This is an optimization exercise on Yosys and OpenROAD, whose aim is a short achievable clock period and few clock cycles, not a production implementation.
In this exercise RTL edits were held to simulation tests only and were not proved equivalent to the original.
Power figures rest on the tool's default switching activity, not on a simulated workload.

===== constraint.sdc =====
create_clock -name core_clock -period 17.0 [get_ports {i_clk}]
set_input_delay 3.4000 -clock core_clock [delete_from_list [all_inputs] [get_ports {i_clk}]]
set_output_delay 3.4000 -clock core_clock [all_outputs]
set_load 0.01 [all_outputs]

===== run.sh =====
#!/bin/bash
# synth_recipe.tcl (not shown) runs the flow's synth.tcl, then flattens the netlist and writes it again
# the make line also repeats each setting of config.mk as NAME=value (left out here)
make -C /OpenROAD-flow-scripts/flow DESIGN_CONFIG=/design/flow/config.mk WORK_HOME=/design/flow/orfs CLKGATE_MAP_FILE= SYNTH_SCRIPT=/design/flow/synth_recipe.tcl finish

===== design.v =====
module CHIP #(                                                                                  
    parameter BIT_W = 32                                                                        
)(                                                                                              
        input               i_clk,                                                              
        input               i_rst_n,                                                            
        input  [BIT_W-1:0]  i_IMEM_data,                                                        
        output [BIT_W-1:0]  o_IMEM_addr,                                                        
        output              o_IMEM_cen,                                                         
        input               i_DMEM_stall,                                                       
        input  [BIT_W-1:0]  i_DMEM_rdata,                                                       
        output              o_DMEM_cen,                                                         
        output              o_DMEM_wen,                                                         
        output [BIT_W-1:0]  o_DMEM_addr,                                                        
        output [BIT_W-1:0]  o_DMEM_wdata,                                                       
        output              o_finish,                                                           
        input               i_cache_finish,                                                     
        output              o_proc_finish                                                       
);                                                                                              
    parameter aupicop = 7'b0010111;
    parameter jalop = 7'b1101111;
    parameter jalrop = 7'b1100111;
    parameter addop = 7'b0110011;
    parameter subop = 7'b0110011;
    parameter andop = 7'b0110011;
    parameter xorop = 7'b0110011;
    parameter addiop = 7'b0010011;
    parameter slliop = 7'b0010011;
    parameter slti = 7'b0010011;
    parameter srai = 7'b0010011;
    parameter lwop = 7'b0000011;
    parameter swop = 7'b0100011;
    parameter mulop = 7'b0110011;
    parameter divop = 7'b0110011;
    parameter beqop = 7'b1100011;
    parameter bgeop = 7'b1100011;
    parameter bltop = 7'b1100011;
    parameter bneop = 7'b1100011;
    parameter ecallop = 7'b1110011;
    parameter jalrf3 = 3'b000;
    parameter addf3 = 3'b000;
    parameter subf3 = 3'b000;
    parameter andf3 = 3'b111;
    parameter xorf3 = 3'b100;
    parameter addif3 = 3'b000;
    parameter sllif3 = 3'b001;
    parameter sltif3 = 3'b010;
    parameter sraif3 = 3'b101;
    parameter lwf3 = 3'b010;
    parameter swf3 = 3'b010;
    parameter mulf3 = 3'b000;
    parameter beqf3 = 3'b000;
    parameter bgef3 = 3'b101;
    parameter bltf3 = 3'b100;
    parameter bnef3 = 3'b001;
    parameter ecallf3 = 3'b000;
    parameter addf7 = 7'b0000000;
    parameter subf7 = 7'b0100000;
    parameter andf7 = 7'b0000000;
    parameter xorf7 = 7'b0000000;
    parameter sllif7 = 7'b0000000;
    parameter sraif7 = 7'b0100000;
    parameter mulf7 = 7'b0000001;
    parameter ecallimm = 12'b000000000000;
        reg [BIT_W-1: 0] PC, next_PC; 
        reg ecallreg;
        reg procreg;
        reg [4:0] register_source_1, register_source_2, register_destination;  
        reg [BIT_W-1: 0] write_data;  
        reg [BIT_W-1: 0] read_data_1, read_data_2;  
        reg [31:0] immediate;
        wire [4:0] rs1, rs2, rd;
        wire [BIT_W-1: 0] wdata;
        wire [BIT_W-1: 0] rdata1, rdata2;
        reg [6:0] opcode;  
        reg [2:0] func3;
        reg [6:0] func7;
        wire [6:0] opcode_w;
        wire [2:0] func3_w;
        wire [6:0] func7_w;
        wire MemRnW, MemtoReg, MemWrite, ALUSrc, RegWrite;  
        wire [1:0] Branch; 
        wire [3:0] ALUOp; 
        reg [BIT_W - 1:0] i_Breg;
        reg [BIT_W - 1:0] final_op;
        reg mul_en, mul_en_old;
        reg mul_valid, mul_counter_valid;
        reg mul_done_reg, mul_done_reg_old;
        wire [BIT_W - 1:0] i_A_wire, i_B_wire;
        wire [BIT_W - 1:0] o_ALU_wire, o_MULDIV_wire;
        wire mul_valid_wire, mul_counter_valid_wire, mul_done;
        reg state, state_nxt;
        assign o_IMEM_cen = state;
        assign o_IMEM_addr = PC;
        assign o_proc_finish = ecallreg;
        assign o_finish = i_cache_finish;
        assign rs1 = register_source_1; 
        assign rs2 = register_source_2;
        assign rd = register_destination;
        assign wdata = write_data;
        assign opcode_w = opcode;
        assign func3_w = func3;
        assign func7_w = func7;
        assign i_A_wire = read_data_1;
        assign i_B_wire = i_Breg;
        assign mul_valid_wire = mul_valid;
        assign mul_counter_valid_wire = mul_counter_valid;
        assign o_DMEM_cen = MemRnW;
        assign o_DMEM_wen = MemWrite;
        assign o_DMEM_wdata = read_data_2;
        assign o_DMEM_addr = final_op;
    Reg_file reg0(               
        .i_clk  (i_clk),
        .i_rst_n(i_rst_n),
        .wen    (RegWrite),
        .rs1    (rs1),
        .rs2    (rs2),
        .rd     (rd),
        .wdata  (wdata),
        .rdata1 (rdata1),
        .rdata2 (rdata2)
    );
    ALU alu0(
        .i_clk   (i_clk),
        .i_rst_n (i_rst_n),
        .i_A     (i_A_wire),
        .i_B     (i_B_wire),
        .ALUOp  (ALUOp),
        .o_data  (o_ALU_wire)
    );
    MULDIV_unit md0(
        .i_clk   (i_clk),
        .i_rst_n (i_rst_n),
        .i_valid (mul_valid_wire),
        .i_A     (i_A_wire),
        .i_B     (i_B_wire),
        .i_counter_valid(mul_counter_valid_wire),
        .o_data  (o_MULDIV_wire),
        .o_done  (mul_done)
    );
    ControlUnit cu0(
        .opcode  (opcode_w),
        .func3   (func3_w),
        .func7   (func7_w),
        .Branch  (Branch),
        .MemRnW  (MemRnW),
        .MemtoReg(MemtoReg),
        .ALUOp   (ALUOp),
        .MemWrite(MemWrite),
        .ALUSrc  (ALUSrc),
        .RegWrite(RegWrite)
    );
    always @(*) begin  
        opcode = i_IMEM_data[6:0];
    end
    always @(*) begin  
        if ( ( !i_DMEM_stall && !mul_en) || mul_done ) begin  
            state_nxt = 1'b1;
        end
        else begin
            state_nxt = 1'b0;
        end
    end
    always @(*) begin  
        case (i_IMEM_data)
            32'h73: begin
                ecallreg = 1;
            end
            default: begin
                ecallreg = 0;
            end
        endcase
        case (Branch)  
            2'b00: begin  
                case (o_IMEM_cen)
                    1'b0: begin
                        next_PC = PC;
                    end
                    1'b1: begin
                        next_PC = PC + 4;
                    end
                    default: begin
                        next_PC = PC;
                    end
                endcase
            end
            2'b01: begin  
                case (o_DMEM_addr)
                    1: begin
                        next_PC = PC + ({i_IMEM_data[31], i_IMEM_data[7], i_IMEM_data[30:25], i_IMEM_data[11:8]} << 1);
                    end
                    default: begin
                        next_PC = PC + 4;
                    end
                endcase
            end
            2'b10: begin  
                case (opcode)
                    aupicop: begin
                        next_PC = PC + 4;
                    end
                    jalop: begin
                        next_PC = $signed(PC) + $signed(immediate);
                    end
                    default: begin
                        next_PC = PC;
                    end
                endcase
            end
            2'b11: begin  
                next_PC = $signed(read_data_1) + $signed(immediate);
            end
            default: begin
                next_PC = PC + 4;
            end
        endcase
    end
    always @(*) begin  
        case (i_IMEM_data[6:0])
            7'b0110011: begin  
                register_source_1 = i_IMEM_data[19:15];
                register_source_2 = i_IMEM_data[24:20];
                register_destination = i_IMEM_data[11:7];
                immediate = 0;
                func3 = i_IMEM_data[14:12];
                func7 = i_IMEM_data[31:25];
            end
            7'b1100111: begin  
                register_source_1 = i_IMEM_data[19:15];
                register_source_2 = 0;
                register_destination = i_IMEM_data[11:7];
                immediate = $signed(i_IMEM_data[31:20]);
                func3 = i_IMEM_data[14:12];
                func7 = 7'b0;
            end
            7'b0010011: begin  
                register_source_1 = i_IMEM_data[19:15];
                register_source_2 = 0;
                register_destination = i_IMEM_data[11:7];
                func3 = i_IMEM_data[14:12];
                case (func3) 
                    3'b000: immediate = $signed(i_IMEM_data[31:20]);  
                    3'b010: immediate = $signed(i_IMEM_data[31:20]);  
                    3'b001: immediate = $signed(i_IMEM_data[24:20]);  
                    3'b101: immediate = $signed(i_IMEM_data[24:20]);  
                    default: immediate = 0;
                endcase
                func7 = 7'b0;
            end
            7'b0000011: begin  
                register_source_1 = i_IMEM_data[19:15];
                register_source_2 = 0;
                register_destination = i_IMEM_data[11:7];
                immediate = $signed(i_IMEM_data[31:20]);
                func3 = i_IMEM_data[14:12];
                func7 = 7'b0;
            end
            7'b1110011: begin  
                register_source_1 = i_IMEM_data[19:15];
                register_source_2 = 0;
                register_destination = i_IMEM_data[11:7];
                immediate = 0;
                func3 = i_IMEM_data[14:12];
                func7 = 7'b0;
            end
            7'b0100011: begin  
                register_source_1 = i_IMEM_data[19:15];
                register_source_2 = i_IMEM_data[24:20];
                register_destination = 0;
                immediate = $signed({i_IMEM_data[31:25], i_IMEM_data[11:7]});
                func3 = i_IMEM_data[14:12];
                func7 = 7'b0;
            end
            7'b1100011: begin  
                register_source_1 = i_IMEM_data[19:15];
                register_source_2 = i_IMEM_data[24:20];
                register_destination = 0;
                immediate = $signed({i_IMEM_data[31], i_IMEM_data[7], i_IMEM_data[30:25], i_IMEM_data[11:8]}  << 1);
                func3 = i_IMEM_data[14:12];
                func7 = 7'b0;
            end
            7'b0010111: begin  
                register_source_1 = 0;
                register_source_2 = 0;
                register_destination = i_IMEM_data[11:7];
                immediate = $signed(i_IMEM_data[31:12] << 12);
                func3 = 3'b0;
                func7 = 7'b0;
            end
            7'b1101111: begin  
                register_source_1 = 0;
                register_source_2 = 0;
                register_destination = i_IMEM_data[11:7];
                immediate = $signed({i_IMEM_data[31], i_IMEM_data[19:12], i_IMEM_data[20], i_IMEM_data[30:21]} << 1);
                func3 = 3'b0;
                func7 = 7'b0;
            end
            default: begin
                register_source_1 = 0;
                register_source_2 = 0;
                register_destination = 0;
                immediate = 0;
                func3 = 3'b0;
                func7 = 7'b0;
            end
        endcase
        case (MemtoReg)  
            0: begin
                case (opcode) 
                    aupicop: begin
                        write_data = $signed(PC) +$signed(immediate);
                    end
                    jalop: begin
                        write_data = PC + 4;
                    end
                    default: begin
                    write_data = o_DMEM_addr; 
                    end
                endcase                        
            end
            1: begin
                write_data = i_DMEM_rdata; 
            end
            default: begin
                write_data = 0;
            end
        endcase
    end
    always @(*) begin  
        read_data_1 = rdata1;
        read_data_2 = rdata2;
        mul_done_reg = mul_done;
    end
    always @(*) begin  
        case (ALUSrc)
            0: begin
                i_Breg = read_data_2; 
            end
            1: begin
                i_Breg = immediate; 
            end
        endcase
    end
    always @(*) begin  
        case (mul_en)
            1'b1: begin
                final_op = o_MULDIV_wire;
            end
            1'b0: begin
                final_op = o_ALU_wire;
            end
            default: begin
                final_op = o_ALU_wire;
            end
        endcase
    end
    always @(*) begin  
        case ({opcode, func7})
            {7'b0110011, 7'b0000001}: begin
                mul_en = 1'b1;
            end
            default begin
                mul_en = 1'b0;
            end
        endcase
    end
    always @(*) begin  
        if ( (!mul_en_old && mul_en) || (mul_done_reg_old && !mul_done_reg) ) begin
            mul_valid = 1;
        end
        else begin
            mul_valid = 0;
        end
    end
    always @(*) begin  
        if ( mul_en && !mul_done_reg ) begin
            mul_counter_valid = 1;
        end
        else begin
            mul_counter_valid = 0;
        end
    end
    always @(posedge i_clk or negedge i_rst_n) begin
        if (!i_rst_n) begin
            PC <= 32'h00010000;  
            state <= 1'b1;
            mul_en_old <= 1'b0;
            mul_done_reg_old <= 1'b0;
        end
        else begin
            PC <= next_PC;
            state <= state_nxt;
            mul_en_old <= mul_en;
            mul_done_reg_old <= mul_done_reg;
        end
    end
endmodule
module Reg_file(i_clk, i_rst_n, wen, rs1, rs2, rd, wdata, rdata1, rdata2);
    parameter BITS = 32;
    parameter word_depth = 32;
    parameter addr_width = 5;  
    input i_clk, i_rst_n, wen;  
    input [BITS-1:0] wdata;
    input [addr_width-1:0] rs1, rs2, rd;
    output [BITS-1:0] rdata1, rdata2;
    reg [BITS-1:0] mem [0:word_depth-1];
    reg [BITS-1:0] mem_nxt [0:word_depth-1];
    integer i;
    assign rdata1 = mem[rs1];
    assign rdata2 = mem[rs2];
    always @(*) begin
        for (i=0; i<word_depth; i=i+1)
            mem_nxt[i] = (wen && (rd == i)) ? wdata : mem[i];
    end
    always @(posedge i_clk or negedge i_rst_n) begin
        if (!i_rst_n) begin
            mem[0] <= 0;
            for (i=1; i<word_depth; i=i+1) begin
                case(i)
                    32'd2: mem[i] <= 32'hbffffff0;
                    32'd3: mem[i] <= 32'h10008000;
                    default: mem[i] <= 32'h0;
                endcase
            end
        end
        else begin
            mem[0] <= 0;
            for (i=1; i<word_depth; i=i+1)
                mem[i] <= mem_nxt[i];
        end       
    end
endmodule
module ALU #(
    parameter BIT_W = 32
)(
    input                       i_clk,    
    input                       i_rst_n,  
    input [BIT_W - 1 : 0]       i_A,      
    input [BIT_W - 1 : 0]       i_B,      
    input [        3 : 0]       ALUOp,   
    output [2*BIT_W - 1 : 0]    o_data   
);
    reg  [ BIT_W-1: 0 ] i_a;
    reg  [ BIT_W-1: 0 ] i_b;
    reg  [ 3: 0 ] aluop;
    reg  [ 2 * BIT_W-1: 0] op;
    assign o_data = op;
    always @(*) begin
        i_a = i_A;
        i_b = i_B;
        case (ALUOp)
            4'b0000: begin  
                op = $signed(i_a) + $signed(i_b);
            end
            4'b0001: begin  
                op = $signed(i_a) - $signed(i_b);
            end
            4'b0010: begin  
                op = i_a & i_b;
            end
            4'b0011: begin  
                op = i_a ^ i_b;
            end
            4'b0100: begin  
                op = i_a << i_b;
            end
            4'b0101: begin  
                op = ($signed(i_a) < $signed(i_b)) ? {63'b0, 1'b1} : {63'b0, 1'b0};
            end
            4'b0110: begin  
                op = i_a >>> i_b;
            end
            4'b1001: begin  
                op = (($signed(i_a) - $signed(i_b)) == 0) ? 1 : 0;
            end
            4'b1010: begin  
                op = (($signed(i_a) - $signed(i_b)) >= 0) ? 1 : 0;
            end      
            4'b1011: begin  
                op = (($signed(i_a) - $signed(i_b)) < 0) ? 1 : 0;
            end
            4'b1100: begin  
                op = (($signed(i_a) - $signed(i_b)) != 0) ? 1 : 0;
            end
            default: begin
                op = 0;
            end
        endcase
    end
endmodule
module MULDIV_unit #(
    parameter BIT_W = 32
)(
    input                       i_clk,    
    input                       i_rst_n,  
    input                       i_valid,  
    input [BIT_W - 1 : 0]       i_A,      
    input [BIT_W - 1 : 0]       i_B,      
    input                       i_counter_valid,
    output [2*BIT_W - 1 : 0]    o_data,   
    output                      o_done    
);
    reg  [  BIT_W-1: 0] operand_a, operand_a_nxt;
    reg  [  BIT_W-1: 0] operand_b, operand_b_nxt;
    reg  [  2*BIT_W: 0] result, result_nxt;    
    reg  [         4: 0] counter, counter_nxt;
    reg valid_signal, valid_signal_nxt;
    reg counter_accu;
    reg result_reset;
    assign o_data = result;
    assign o_done = valid_signal;
    always @(*) begin
        if(!i_valid && i_counter_valid && counter < 31) begin
            counter_nxt = counter + 1;
        end
        else begin
            counter_nxt = 0;
        end
    end
    always @(*) begin
        if (i_valid && counter === 0) begin
            operand_a_nxt = i_A;
            operand_b_nxt = i_B;
        end
        else begin
            operand_a_nxt = operand_a;
            operand_b_nxt = operand_b;
        end
        valid_signal_nxt = (counter == 31) ? 1 : 0;
    end
    always @(*) begin
        if (i_valid && counter === 0) begin
            result_nxt = 0;
        end
        else begin
            result_nxt = (operand_b[counter]) ? (result + ({33'b0, operand_a} << counter)) : result;    
            result_nxt = (counter == 31) ? result_nxt[31:0] : result_nxt;
        end
    end
    always @(posedge i_clk or negedge i_rst_n) begin
        if (!i_rst_n ) begin
            result      <= 0;
            valid_signal <= 0;
            operand_a   <= 0;
            operand_b   <= 0;
            counter <= 0;
        end
        else begin
            result      <= result_nxt;
            valid_signal <= valid_signal_nxt;
            operand_a   <= operand_a_nxt;
            operand_b   <= operand_b_nxt;
            counter <= counter_nxt;
        end
    end
endmodule
module ControlUnit(
    input[6:0]      opcode,
    input[2:0]      func3,
    input[6:0]      func7,
    output[1:0]     Branch,
    output          MemRnW,
    output          MemtoReg,
    output[3:0]     ALUOp,
    output          MemWrite,
    output          ALUSrc,
    output          RegWrite
);
    reg memrnw, memtoreg, memwrite, alusrc, regwrite;
    reg [1:0] branch;
    reg [3:0] aluop;
    assign Branch = branch;
    assign MemRnW = memrnw;
    assign MemtoReg = memtoreg;
    assign ALUOp = aluop;
    assign MemWrite = memwrite;
    assign ALUSrc = alusrc;
    assign RegWrite = regwrite;
    parameter aupicop = 7'b0010111;
    always @(*) begin
        case (opcode)
            7'b0110011: begin
                branch = 2'b00;
                memrnw = 0;
                memtoreg = 0;
                case (func3)
                    3'b000: begin
                        case (func7)
                            7'b0000000: aluop = 4'b0000;  
                            7'b0100000: aluop = 4'b0001;  
                            7'b0000001: aluop = 4'b0111;  
                            default: aluop = 4'b0000;
                        endcase
                    end
                    3'b111: aluop = 4'b0010;  
                    3'b100: begin
                        case(func7)
                            7'b0000000: aluop = 4'b0011;  
                            7'b0000001: aluop = 4'b1000;  
                            default: aluop = 4'b0000;
                        endcase
                    end
                    default: aluop = 4'b0000;
                endcase
                memwrite = 0;
                alusrc = 0;
                regwrite = 1;
            end
            7'b0000011: begin
                branch = 2'b00;
                memrnw = 1;
                memtoreg = 1;
                aluop = 4'b0000;
                memwrite = 0;
                alusrc = 1;
                regwrite = 1;
            end
            7'b0100011: begin
                branch = 2'b00;
                memrnw = 1;
                memtoreg = 0;
                aluop = 4'b0000;
                memwrite = 1;
                alusrc = 1;
                regwrite = 0;
            end
            7'b1100011: begin
                branch = 2'b01;
                memrnw = 0;
                memtoreg = 0;
                case (func3)
                    3'b000: aluop = 4'b1001;  
                    3'b101: aluop = 4'b1010;  
                    3'b100: aluop = 4'b1011;  
                    3'b001: aluop = 4'b1100;  
                    default: aluop = 4'b0000;
                endcase
                memwrite = 0;
                alusrc = 0;
                regwrite = 0;
            end
            7'b0010011: begin
                branch = 2'b00;
                memrnw = 0;
                memtoreg = 0;
                case (func3)
                    3'b000: aluop = 4'b0000;  
                    3'b001: aluop = 4'b0100;  
                    3'b010: aluop = 4'b0101;  
                    3'b101: aluop = 4'b0110;  
                    default: aluop = 4'b0000;
                endcase
                memwrite = 0;
                alusrc = 1;
                regwrite = 1;
            end
            7'b1101111: begin
                branch = 2'b10;
                memrnw = 0;
                memtoreg = 0;
                aluop = 4'b0000;
                memwrite = 0;
                alusrc = 0;
                regwrite = 1;
            end
            7'b1100111: begin
                branch = 2'b11;
                memrnw = 0;
                memtoreg = 0;
                aluop = 4'b0000;
                memwrite = 0;
                alusrc = 0;
                regwrite = 1;
            end
            7'b1110011: begin
                branch = 2'b00;
                memrnw = 0;
                memtoreg = 0;
                aluop = 4'b0000;
                memwrite = 0;
                alusrc = 0;
                regwrite = 0;
            end
            aupicop: begin
                branch = 2'b10;
                memrnw = 0;
                memtoreg = 0;
                aluop = 4'b0000;
                memwrite = 0;
                alusrc = 1;
                regwrite = 1;
            end
            default: begin
                branch = 2'b00;
                memrnw = 0;
                memtoreg = 0;
                aluop = 4'b0000;
                memwrite = 0;
                alusrc = 0;
                regwrite = 0;
            end
        endcase
    end
endmodule

===== config.mk =====
export PLATFORM = sky130hd
export DESIGN_NAME = CHIP
export DESIGN_NICKNAME = CHIP
export VERILOG_FILES = /design/flow/design.v
export SDC_FILE = /design/flow/constraint.sdc
export NUM_CORES = 4
export LEC_CHECK = 0
export CAP_MARGIN = 20
export CORE_MARGIN = 2
export CORE_UTILIZATION = 20
export SETUP_SLACK_MARGIN = 1.0
export SLEW_MARGIN = 20

==> results.json <==
{
  "min_delay_worst_endpoint": "md0.operand_b[0]$_DFFE_PN0P_",
  "whs_path_depth": 2,
  "ant_nets": 0,
  "clkTransAtPathRegs_ns": 0.05,
  "crit_path_frequent_cell": "buf_4",
  "total_power_mw": 6.92,
  "reg2reg_setup_slack_ns": 6.64,
  "final_hold_viol_count": 0,
  "row_count": 224,
  "yosysSeqAreaShare_pct": 37.7,
  "finalCriticalPeriod_ns": 16.21,
  "final_max_slew_viol_count": 0,
  "dieWidth_microns": 616,
  "dr.pass1.iters": 8,
  "dp_hpwl_mm": 422,
  "dieArea_sq_um": 380000,
  "synth_flop_cell": "dfrtp_1",
  "drive_above_1_share_pct": 13.3,
  "powerDensity_nw_per_um2": 76.1,
  "cts_buffers": 141,
  "final_core_util_pct": 24.4,
  "core_area_sq_um": 373000,
  "cts_tree": "built",
  "hold_start": "md0.operand_b[0]$_DFFE_PN0P_",
  "hp-class": "reg -> reg",
  "initial_core_util_pct": 20.1,
  "crit_type": "in -> out",
  "syn_area_sq_um": 75000,
  "clk_path_buf_depth": 4,
  "synth_common_cells": "1,534 x nand2_1, 1,338 x o21ai_0, 1,098 x dfrtp_1",
  "critical_path.max_fanout": 41,
  "reg2reg_depth": 29,
  "start_kind": "input port",
  "cp.arrival_ns": 12.81,
  "max_stage_delay_ns": 1.24,
  "peakVddDrop_mv": 0.0762,
  "end_kind": "primary output",
  "clock_sinks": 1129,
  "max-cap-violations": 0,
  "slew_headroom_pct": 10.6,
  "grt-ovfl-total": 0,
  "crit_cells": 28,
  "synth_area_leader_cell": "dfrtp_1",
  "wl_per_cell_microns": 39.5,
  "ys_types": 123,
  "fin_nets": 9617,
  "multi_input_area_sq_um": 44000,
  "synth_most_common_cell": "nand2_1",
  "grt_max_degree": 153,
  "async_flop_share_pct": 100,
  "ios": 169,
  "leakage_nw": 37.2,
  "drc": 0,
  "syn2layout_area_growth_pct": 21.2,
  "drtIter0Drc": 15900,
  "viasPerCell": 6.07,
  "gp_congestion": 1.13,
  "worst_pin_slew_ns": 1.34,
  "yosys_warnings": 9,
  "r2r-end": "PC[29]$_DFFE_PN0P_",
  "status": "timing/DRC/antenna clean",
  "r2r-start": "reg0.mem[22][4]$_DFFE_PN0P_",
  "rsz0062_at_grt": "true",
  "crit_buf_inv": 7,
  "vias": 88000,
  "yosysTopAreaCellShare_pct": 36.6,
  "wl_mm": 573,
  "fillers": 40900,
  "syn_area_per_cell_sq_um": 8.13,
  "grt_pass1_wl_mm": 750,
  "clock-root-buffer": "clkbuf_16",
  "fin_crit_sh_pct": 95.3,
  "timing.fmax_mhz": 61.7,
  "cts_htree_levels": 4,
  "synth_fp_nets": 9466,
  "setup_viol": 0,
  "synth_edf_count": 0,
  "fp.dieH_microns": 616,
  "antenna_found_initial": 71,
  "grt_pass1_vias": 79200,
  "required_ns": 13.60,
  "synth.area.top_cells": "dfrtp_1 37%, o21ai_0 8.9%, nand2_1 7.7%",
  "regArea_sq_um": 28300,
  "port_buffers": 166,
  "insertion_delay_ns": 0.92,
  "fin_skew_ns": 0.138,
  "syn_inst": 9225,
  "critical-path-slowest-cell": "nor3b_2",
  "final.setup.tns_ns": 0,
  "ys_ff_latch": 1129,
  "grt_use_total_pct": 28.9,
  "cpLargestDelayFamily": "compound AO/OA/AOI/OAI gates"
}
[kinds of logic after synthesis]
family | Yosys count | share of synthesized area (%)
and+or+nand+nor | 3512 | 21.9
AOI/OAI and AO/OA | 3014 | 26.0
DFF | 1129 | 37.7
muxes | 286 | 4.46
buffers and inverters | 956 | 5.09
adders and majority gates | 174 | 2.96
xor gates and xnor gates | 154 | 1.82
[per-layer routing]
| metal | vias to the layer above | routed length (microns) | GRT usage [%] | part of all wire (%) |
|---|---|---|---|---|
| met4 | 32 | 57100 | 22.7 | 10 |
| met2 | 7691 | 222000 | 39.7 | 39 |
| met5 | - | 353 | 0.177 | 0.062 |
| met1 | 43300 | 214000 | 35.1 | 37 |
| li1 | 34500 | - | - | - |
| met3 | 2471 | 79500 | 12.3 | 14 |
[sequential cells by signal (all words and copies together) (netlist names)]
signal and count:
md0.operand_b 32, md0.operand_a 32, md0.valid_signal 1, reg0.mem 992
mul_en_old 1, mul_done_reg_old 1, state 1, md0.result 32
md0.counter 5, PC 32
[repair_timing]
| item | CTS | global route |
|---|---|---|
| hold buffers | 0 | 0 |
| pin swaps | 2 | 10 |
| setup endpoints to repair | 2 | 6 |
| setup buffers | 3 | 11 |
| cloned | 0 | 1 |
| gates resized for setup | 7 | 21 |
[per-stage QoR]
stage	worst slack [ns]	instances	area, sq um	hold slack [ns]
floorplan	3.26	9225	75000	0.390
global placement	0.731	14200	85600	0.457
detailed placement	0.748	14200	85700	0.469
CTS	0.984	14400	90500	0.480
global route	0.977	14500	90800	0.509
finish	0.793	14500	90900	0.476
[worst max path at each step]
stage,end,startpoint,slack (ns)
floorplan,o_DMEM_addr[0],i_IMEM_data[20],3.26
global placement,o_DMEM_addr[0],i_IMEM_data[1],0.73
detailed placement,o_DMEM_addr[0],i_IMEM_data[6],0.75
CTS,o_DMEM_addr[0],i_IMEM_data[4],0.98
global route,o_DMEM_addr[0],i_IMEM_data[6],0.98
finish,o_DMEM_addr[25],i_IMEM_data[17],0.79
[report_power, final]
group / internal (mW) / switching [mW] / leakage (nW)
registers: 2.71 / 0.0721 / 15.4
logic: 0.252 / 0.600 / 19.5
clock network: 1.90 / 1.38 / 2.34
total: 4.87 / 2.05 / 37.2
[worst min-delay path: cells and delay by family (launching register included)]
kind            cells  cell delay (ns)
compound gates      1             0.06
simple gates        1             0.05
flops               1             0.33
[cells in the final DEF (no fill, tap or decap), types with 156 or more instances in the layout]
| master | netlist | routed |
|---|---|---|
| nand2_1 | 1534 | 1502 |
| o21ai_0 | 1338 | 1302 |
| dfrtp_1 | 1098 | 1096 |
| buf_4 | 15 | 621 |
| nand3_1 | 547 | 545 |
| nor2_1 | 453 | 434 |
| a21oi_1 | 316 | 314 |
| a22oi_1 | 289 | 289 |
| nand4_1 | 224 | 224 |
| mux2i_1 | 203 | 202 |
| nor3_1 | 194 | 176 |
| ha_1 | 167 | 167 |
| clkdlybuf4s50_1 | 0 | 156 |
[layout make-up]
type / instances / area share (%)
repair buffers: 816 / 7.61
flip-flops and latches: 1129 / 31.1
multi-input cells: 7141 / 48.4
well taps: 4972 / 6.84
inverters: 147 / 0.607
clock inverters: 60 / 0.926
clock buffers: 183 / 4.34
diodes: 46 / 0.127
Testbench counts, summed over its fixed seeds: cycles 39,639.

==> static timing again, ports no longer ideal <==
The flow's constraints put no driver on any port. The routed layout listed below was extracted and timed again, unchanged, in two steps. Step 1: set_driving_cell puts a clkbuf_16 on i_clk and a buf_2 on each other input, an assumption about the parent block. Step 2 times the ports against the registers' clock, not the clock port: input delays grow and output delays shrink by t, the midpoint of the rising clock arrivals with the driver on. Three values: ideal, step 1, step 2; two values: the first two.
shift t [ns]: 0.979
setup slack, ns: 0.793 / 0.767 / 0.767
hold WS [ns]: 0.476 / 0.476 / 0.476
clock arrival spread, ns: 0.138 / 0.138
After both steps this run still meets setup and hold. For this run, drivers alone change the setup slack by -0.026 ns; drivers and shift together by -0.026 ns.
